Context: an optimization exercise on an open-source flow, tuned for small area and a short achievable clock period. The choices shown serve that exercise and are no tape-out recipe. In this exercise RTL edits were held to simulation tests only and were not proved equivalent to the original. No activity file was given, so power comes from the tool's default toggle rates.

== before ==
Design sc_cpu, start of the top module:
module sc_cpu(
    input             clk,
    input             rst_n,
    output [31:0]     imem_addr,
    input  [31:0]     imem_rdata,
    output [31:0]     dmem_addr,
    output            dmem_re,
    output [3:0]      dmem_wstrb,
    output [31:0]     dmem_wdata,
    input  [31:0]     dmem_rdata
);
Size: ~4200 cells after synthesis, roughly 170 I/O pins, about 53000 sq um of cells after synthesis.
==> flow/config.mk <==
export PLATFORM = sky130hd
export DESIGN_NAME = sc_cpu
export DESIGN_NICKNAME = sc_cpu
export VERILOG_FILES = /design/flow/design.v
export SDC_FILE = /design/flow/constraint.sdc
export NUM_CORES = 4
export LEC_CHECK = 0
export CAP_MARGIN = 20
export CORE_MARGIN = 2
export CORE_UTILIZATION = 40
export SLEW_MARGIN = 20
export SYNTH_HIERARCHICAL = 1
==> flow/constraint.sdc <==
create_clock -name core_clock -period 18.0 [get_ports {clk}]
set_input_delay 3.6000 -clock core_clock [delete_from_list [all_inputs] [get_ports {clk}]]
set_output_delay 3.6000 -clock core_clock [all_outputs]
set_load 0.01 [all_outputs]
standard.sh (not shown) runs the stock make flow with config.mk's settings and CLKGATE_MAP_FILE= SYNTH_SCRIPT=/design/flow/synth_recipe.tcl, a recipe that flattens the netlist after the stock synthesis.
==> flow/flow/run.sh <==
#!/bin/bash
# Layout flow: the standard ORFS flow (standard.sh), with
#  * plain buffers on the ports,
#  * gate sizing not limited to cells of the same footprint,
#  * a clock tree of clkbuf_8 with larger sink clusters and no dummy loads.
set -euo pipefail
bash standard.sh \
  SETUP_SLACK_MARGIN=8 \
  MATCH_CELL_FOOTPRINT=0 \
  "BUFFER_PORTS_ARGS=-buffer_cell sky130_fd_sc_hd__buf_2" \
  "CTS_ARGS=-sink_clustering_enable -repair_clock_nets -buf_list sky130_fd_sc_hd__clkbuf_8 -sink_clustering_size 16 -sink_clustering_max_diameter 60 -dont_use_dummy_load" \
  finish > standard_flow.log 2>&1
For after, these inputs were changed with respect to before:
-- flow/flow/run.sh --
<<< before, line 8
  SETUP_SLACK_MARGIN=8 \
>>> after, line 8
  SETUP_SLACK_MARGIN=10 \
-- flow/config.mk --
<<< before, line 10
export CORE_UTILIZATION = 40
>>> after, line 10
export CORE_UTILIZATION = 46
<<< before, line 13
>>> after, line 13
export TNS_END_PERCENT = 0
--- outcome ---
after: all stages complete, timing, DRC and antenna checks passed
Area inside the core boundary came out lower on after than on before.
Compared to before, after has fmax 2.9% higher.
Worst endpoint data arrival time, before and after: lower on after
Post-cts gate resize count: after vs before down 184
Per the comparison of after with before, detailed-router iteration count before antenna repair shrank by 1, number of H-tree levels neither gained nor lost much, non-clock buffer instance count of the final layout went down by 180.


The RTL this note starts from:
==> flow/design.v <==
`timescale 1ns / 1ps
module sc_cpu(
    input             clk,
    input             rst_n,
    output [31:0]     imem_addr,
    input  [31:0]     imem_rdata,
    output [31:0]     dmem_addr,
    output            dmem_re,
    output [3:0]      dmem_wstrb,
    output [31:0]     dmem_wdata,
    input  [31:0]     dmem_rdata
);
    reg        ce;           
    reg [31:0] pc;
    always @(posedge clk or negedge rst_n) begin
        if (~rst_n)
            ce <= 1'b0;
        else
            ce <= 1'b1;
    end
    wire [31:0] inst = imem_rdata;
    wire [4:0]  op   = inst[6:2];        
    wire [2:0]  f3   = inst[14:12];
    wire [4:0]  rd   = inst[11:7];
    wire [4:0]  rs1  = inst[19:15];
    wire [4:0]  rs2  = inst[24:20];
    wire c_hi     = op[4];
    wire c_branch = op[4] & ~op[0];
    wire c_jalr   = op[4] & op[0] & ~op[1];
    wire c_jal    = op[4] & op[1];
    wire c_mem    = ~op[4] & ~op[2];
    wire c_load   = c_mem & ~op[3];
    wire c_store  = c_mem & op[3];
    wire c_upper  = ~op[4] & op[2] & op[0];      
    wire c_lui    = c_upper & op[3];
    wire c_alu    = ~op[4] & op[2] & ~op[0];     
    wire c_rr     = op[3];                       
    wire reg_wr   = ce & ((~c_hi & ~c_store) | c_jal);
    wire [31:0] imm_i = {{20{inst[31]}}, inst[31:20]};
    wire [31:0] imm_s = {{20{inst[31]}}, inst[31:25], inst[11:7]};
    wire [31:0] imm_b = {{20{inst[31]}}, inst[7], inst[30:25], inst[11:8], 1'b0};
    wire [31:0] imm_u = {inst[31:12], 12'b0};
    wire [31:0] imm_j = {{12{inst[31]}}, inst[19:12], inst[20], inst[30:21], 1'b0};
    wire [31:0] wb;
    wire [31:0] rf_q [0:31];
    wire [32*31-1:0] rf_flat;           
    assign rf_q[0] = 32'b0;
    genvar g;
    generate
        for (g = 1; g < 32; g = g + 1) begin : rf
            reg [31:0] q;
            always @(posedge clk) begin
                if (reg_wr && rd == g)
                    q <= wb;
            end
            assign rf_q[g] = q;
            assign rf_flat[32*g-1 -: 32] = q;
        end
    endgenerate
    wire [31:0] sel_a = 32'b1 << rs1;
    wire [31:0] sel_b = 32'b1 << rs2;
    wire [31:0] rs1_v, rs2_v;
    rf_read rd_a (.sel(sel_a[31:1]), .q(rf_flat), .y(rs1_v));
    rf_read rd_b (.sel(sel_b[31:1]), .q(rf_flat), .y(rs2_v));
    integer i;
    wire [31:0] imm_ls = c_store ? imm_s : imm_i;
    wire [31:0] agu    = rs1_v + imm_ls;
    wire [31:0] alu_b   = c_rr ? rs2_v : imm_i;
    wire        do_sub  = c_branch | (f3[1] & ~f3[2]) | (f3 == 3'b000 & c_rr & inst[30]);
    wire [32:0] sum     = {1'b0, rs1_v} + {1'b0, alu_b ^ {32{do_sub}}} + {32'b0, do_sub};
    wire        ltu     = ~sum[32];
    wire        lt      = (rs1_v[31] ^ alu_b[31]) ? rs1_v[31] : ltu;
    wire        eq      = (rs1_v == rs2_v);
    wire [4:0]  shamt   = c_rr ? rs2_v[4:0] : inst[24:20];
    wire        sh_left = ~f3[2];
    reg  [31:0] sh_in, sh_out;
    always @(*) begin
        for (i = 0; i < 32; i = i + 1)
            sh_in[i] = sh_left ? rs1_v[31 - i] : rs1_v[i];
    end
    wire        sh_fill = inst[30] & rs1_v[31] & ~sh_left;
    wire [31:0] sh_1    = shamt[0] ? {{1{sh_fill}},  sh_in[31:1]}  : sh_in;
    wire [31:0] sh_2    = shamt[1] ? {{2{sh_fill}},  sh_1[31:2]}   : sh_1;
    wire [31:0] sh_4    = shamt[2] ? {{4{sh_fill}},  sh_2[31:4]}   : sh_2;
    wire [31:0] sh_8    = shamt[3] ? {{8{sh_fill}},  sh_4[31:8]}   : sh_4;
    wire [31:0] sh_r    = shamt[4] ? {{16{sh_fill}}, sh_8[31:16]}  : sh_8;
    always @(*) begin
        for (i = 0; i < 32; i = i + 1)
            sh_out[i] = sh_r[31 - i];        
    end
    reg [31:0] alu_r;
    always @(*) begin
        case (f3)
            3'b000: alu_r = sum[31:0];
            3'b001: alu_r = sh_out;
            3'b010: alu_r = {31'b0, lt};
            3'b011: alu_r = {31'b0, ltu};
            3'b100: alu_r = rs1_v ^ alu_b;
            3'b101: alu_r = sh_r;
            3'b110: alu_r = rs1_v | alu_b;
            default: alu_r = rs1_v & alu_b;
        endcase
    end
    wire [31:0] pc4     = pc + 32'd4;
    wire [31:0] imm_pc  = c_hi ? (op[1] ? imm_j : imm_b) : imm_u;
    wire [31:0] pc_imm  = pc + imm_pc;
    reg taken;
    always @(*) begin
        case (f3)
            3'b000: taken = eq;
            3'b001: taken = ~eq;
            3'b100: taken = lt;
            3'b101: taken = ~lt;
            3'b110: taken = ltu;
            3'b111: taken = ~ltu;
            default: taken = 1'b0;
        endcase
    end
    wire [31:0] next_pc = ~ce      ? 32'b0 :
                          c_jalr   ? agu :
                          (c_jal | (c_branch & taken)) ? pc_imm : pc4;
    always @(posedge clk) begin
        pc <= next_pc;
    end
    wire [1:0]  la = agu[1:0];
    wire [7:0]  ld_byte = la == 2'd0 ? dmem_rdata[7:0] :
                          la == 2'd1 ? dmem_rdata[15:8] :
                          la == 2'd2 ? dmem_rdata[23:16] : dmem_rdata[31:24];
    wire [15:0] ld_half = (la == 2'd2) ? dmem_rdata[31:16] : dmem_rdata[15:0];
    wire        ld_sx   = ~f3[2];
    reg  [31:0] ld_v;
    always @(*) begin
        if (f3[1])
            ld_v = dmem_rdata;
        else if (f3[0])
            ld_v = {{16{ld_sx & ld_half[15]}}, ld_half};
        else
            ld_v = {{24{ld_sx & ld_byte[7]}}, ld_byte};
    end
    assign wb = c_load  ? ld_v :
                c_jal   ? pc4 :
                c_upper ? (c_lui ? imm_u : pc_imm) :
                alu_r;
    wire st_word = f3[1];
    wire st_half = f3[0] & ~f3[1];
    reg [3:0] wstrb;
    always @(*) begin
        if (st_word)
            wstrb = 4'b1111;
        else if (st_half)
            wstrb = (agu[1:0] == 2'b10) ? 4'b1100 : 4'b0011;
        else
            wstrb = 4'b0001 << agu[1:0];
    end
    assign imem_addr  = pc;
    assign dmem_addr  = agu;
    assign dmem_re    = ce & c_load;
    assign dmem_wstrb = (ce & c_store) ? wstrb : 4'b0000;
    assign dmem_wdata = {st_word ? rs2_v[31:24] : st_half ? rs2_v[15:8] : rs2_v[7:0],
                         st_word ? rs2_v[23:16] : rs2_v[7:0],
                         (st_word | st_half) ? rs2_v[15:8] : rs2_v[7:0],
                         rs2_v[7:0]};
endmodule
module rf_read(
    input  [30:0]     sel,       
    input  [32*31-1:0] q,
    output [31:0]     y
);
    genvar b, k;
    generate
        for (b = 0; b < 32; b = b + 1) begin : bt
            wire [30:0] d;
            for (k = 0; k < 31; k = k + 1) begin : word
                assign d[k] = q[32*k + b];
            end
            rf_read_bit rb (.sel(sel), .d(d), .y(y[b]));
        end
    endgenerate
endmodule
module rf_read_bit(
    input  [30:0] sel,
    input  [30:0] d,
    output        y
);
    wire [10:0] n;
    genvar k;
    generate
        for (k = 0; k < 10; k = k + 1) begin : grp
            rf_aoi222 g (.s(sel[3*k+2:3*k]), .d(d[3*k+2:3*k]), .y(n[k]));
        end
    endgenerate
    assign n[10] = ~(sel[30] & d[30]);
    assign y = ~&n;
endmodule
module rf_aoi222(
    input  [2:0] s,
    input  [2:0] d,
    output       y
);
    assign y = ~((s[0] & d[0]) | (s[1] & d[1]) | (s[2] & d[2]));
endmodule
Settings: LEC_CHECK=0, CAP_MARGIN=20, CORE_MARGIN=2, CORE_UTILIZATION=52, SLEW_MARGIN=20, SYNTH_HIERARCHICAL=1, TNS_END_PERCENT=0; clock period 18.0 ns.
==> flow/flow/run.sh <==
#!/bin/bash
# Layout flow: the standard ORFS flow (standard.sh), with
#  * plain buffers on the ports,
#  * gate sizing not limited to cells of the same footprint,
#  * a clock tree of clkbuf_8 with larger sink clusters and no dummy loads.
set -euo pipefail
bash standard.sh \
  SETUP_SLACK_MARGIN=10 \
  MATCH_CELL_FOOTPRINT=0 \
  "BUFFER_PORTS_ARGS=-buffer_cell sky130_fd_sc_hd__buf_2" \
  "CTS_ARGS=-sink_clustering_enable -repair_clock_nets -buf_list sky130_fd_sc_hd__clkbuf_8 -sink_clustering_size 16 -sink_clustering_max_diameter 60 -dont_use_dummy_load" \
  finish > standard_flow.log 2>&1
Then changed:
--- a/flow/config.mk
+++ b/flow/config.mk
@@ -10 +10 @@
-export CORE_UTILIZATION = 52
+export CORE_UTILIZATION = 40
After rerunning: Register-to-register slack gets better by 70 ps; wire length increases by about 0.8%; non-clock buffer count came out higher by 46.
Then changed:
--- a/flow/config.mk
+++ b/flow/config.mk
@@ -8 +8 @@
-export CAP_MARGIN = 20
+export CAP_MARGIN = 5
@@ -11 +11 @@
-export SLEW_MARGIN = 20
+export SLEW_MARGIN = 5
Clock skew shrinks by 14 ps.
Routed wire length barely changes.
Critical path depth is unchanged.
Utilization barely changes.
Then changed:
==> flow/run.sh (new file) <==
#!/bin/bash
# synth_recipe.tcl (not shown) runs the flow's synth.tcl, then flattens the netlist and writes it again
# the make line also repeats each setting of config.mk as NAME=value (left out here)
make -C /OpenROAD-flow-scripts/flow DESIGN_CONFIG=/design/flow/config.mk WORK_HOME=/design/flow/orfs CLKGATE_MAP_FILE= SYNTH_SCRIPT=/design/flow/synth_recipe.tcl finish
--- a/flow/config.mk
+++ b/flow/config.mk
@@ -8 +8 @@
-export CAP_MARGIN = 5
+export CAP_MARGIN = 20
@@ -11 +11,5 @@
-export SLEW_MARGIN = 5
+export CTS_BUF_LIST = sky130_fd_sc_hd__clkbuf_8
+export CTS_CLUSTER_DIAMETER = 60
+export CTS_CLUSTER_SIZE = 16
+export SETUP_SLACK_MARGIN = 5
+export SLEW_MARGIN = 20
@@ -13 +16,0 @@
-export TNS_END_PERCENT = 0
removed: flow/flow/run.sh
removed: flow/standard.sh
The new run ran to the end with no violations; global-route usage grows by 0.17 points; total power grows by 4.1%; wire length is about the same; worst setup slack degrades by 930 ps; cell count is about the same.

==> afterwards: timing with drivers on the ports <==
No port has a modelled driver above. Below, the same layouts with a new extraction and two added sets of constraints.
Step 1, drivers: a clkbuf_16 drives clk and a buf_2 each remaining input, both assumed.
Step 2 also shifts input and output timing later by t, the mid clock arrival at the registers, as if the neighbouring blocks saw the same clock.
Slacks: no drivers / after step 1 / after step 2; pairs: no drivers / after step 1.
run	t, ns	setup slack, ns	worst register clock-pin slew, ns	cell pins on the clock port's net
before	0.861	6.028 / 5.894 / 5.894	0.11 / 0.11	1
after	0.812	6.362 / 6.146 / 5.547	0.10 / 0.10	1
the first run of note 2	0.819	6.269 / 6.200 / 5.570	0.10 / 0.10	1
the second run of note 2	0.851	6.119 / 5.972 / 5.557	0.11 / 0.11	1
the third run of note 2	0.838	5.930 / 5.854 / 5.438	0.11 / 0.11	1
the fourth run of note 2	0.900	4.999 / 4.968 / 4.719	0.11 / 0.11	1
After both steps setup and hold are still met in every run listed. For after, which loses most, drivers alone change the setup slack by -0.216 ns; drivers and shift together by -0.815 ns.
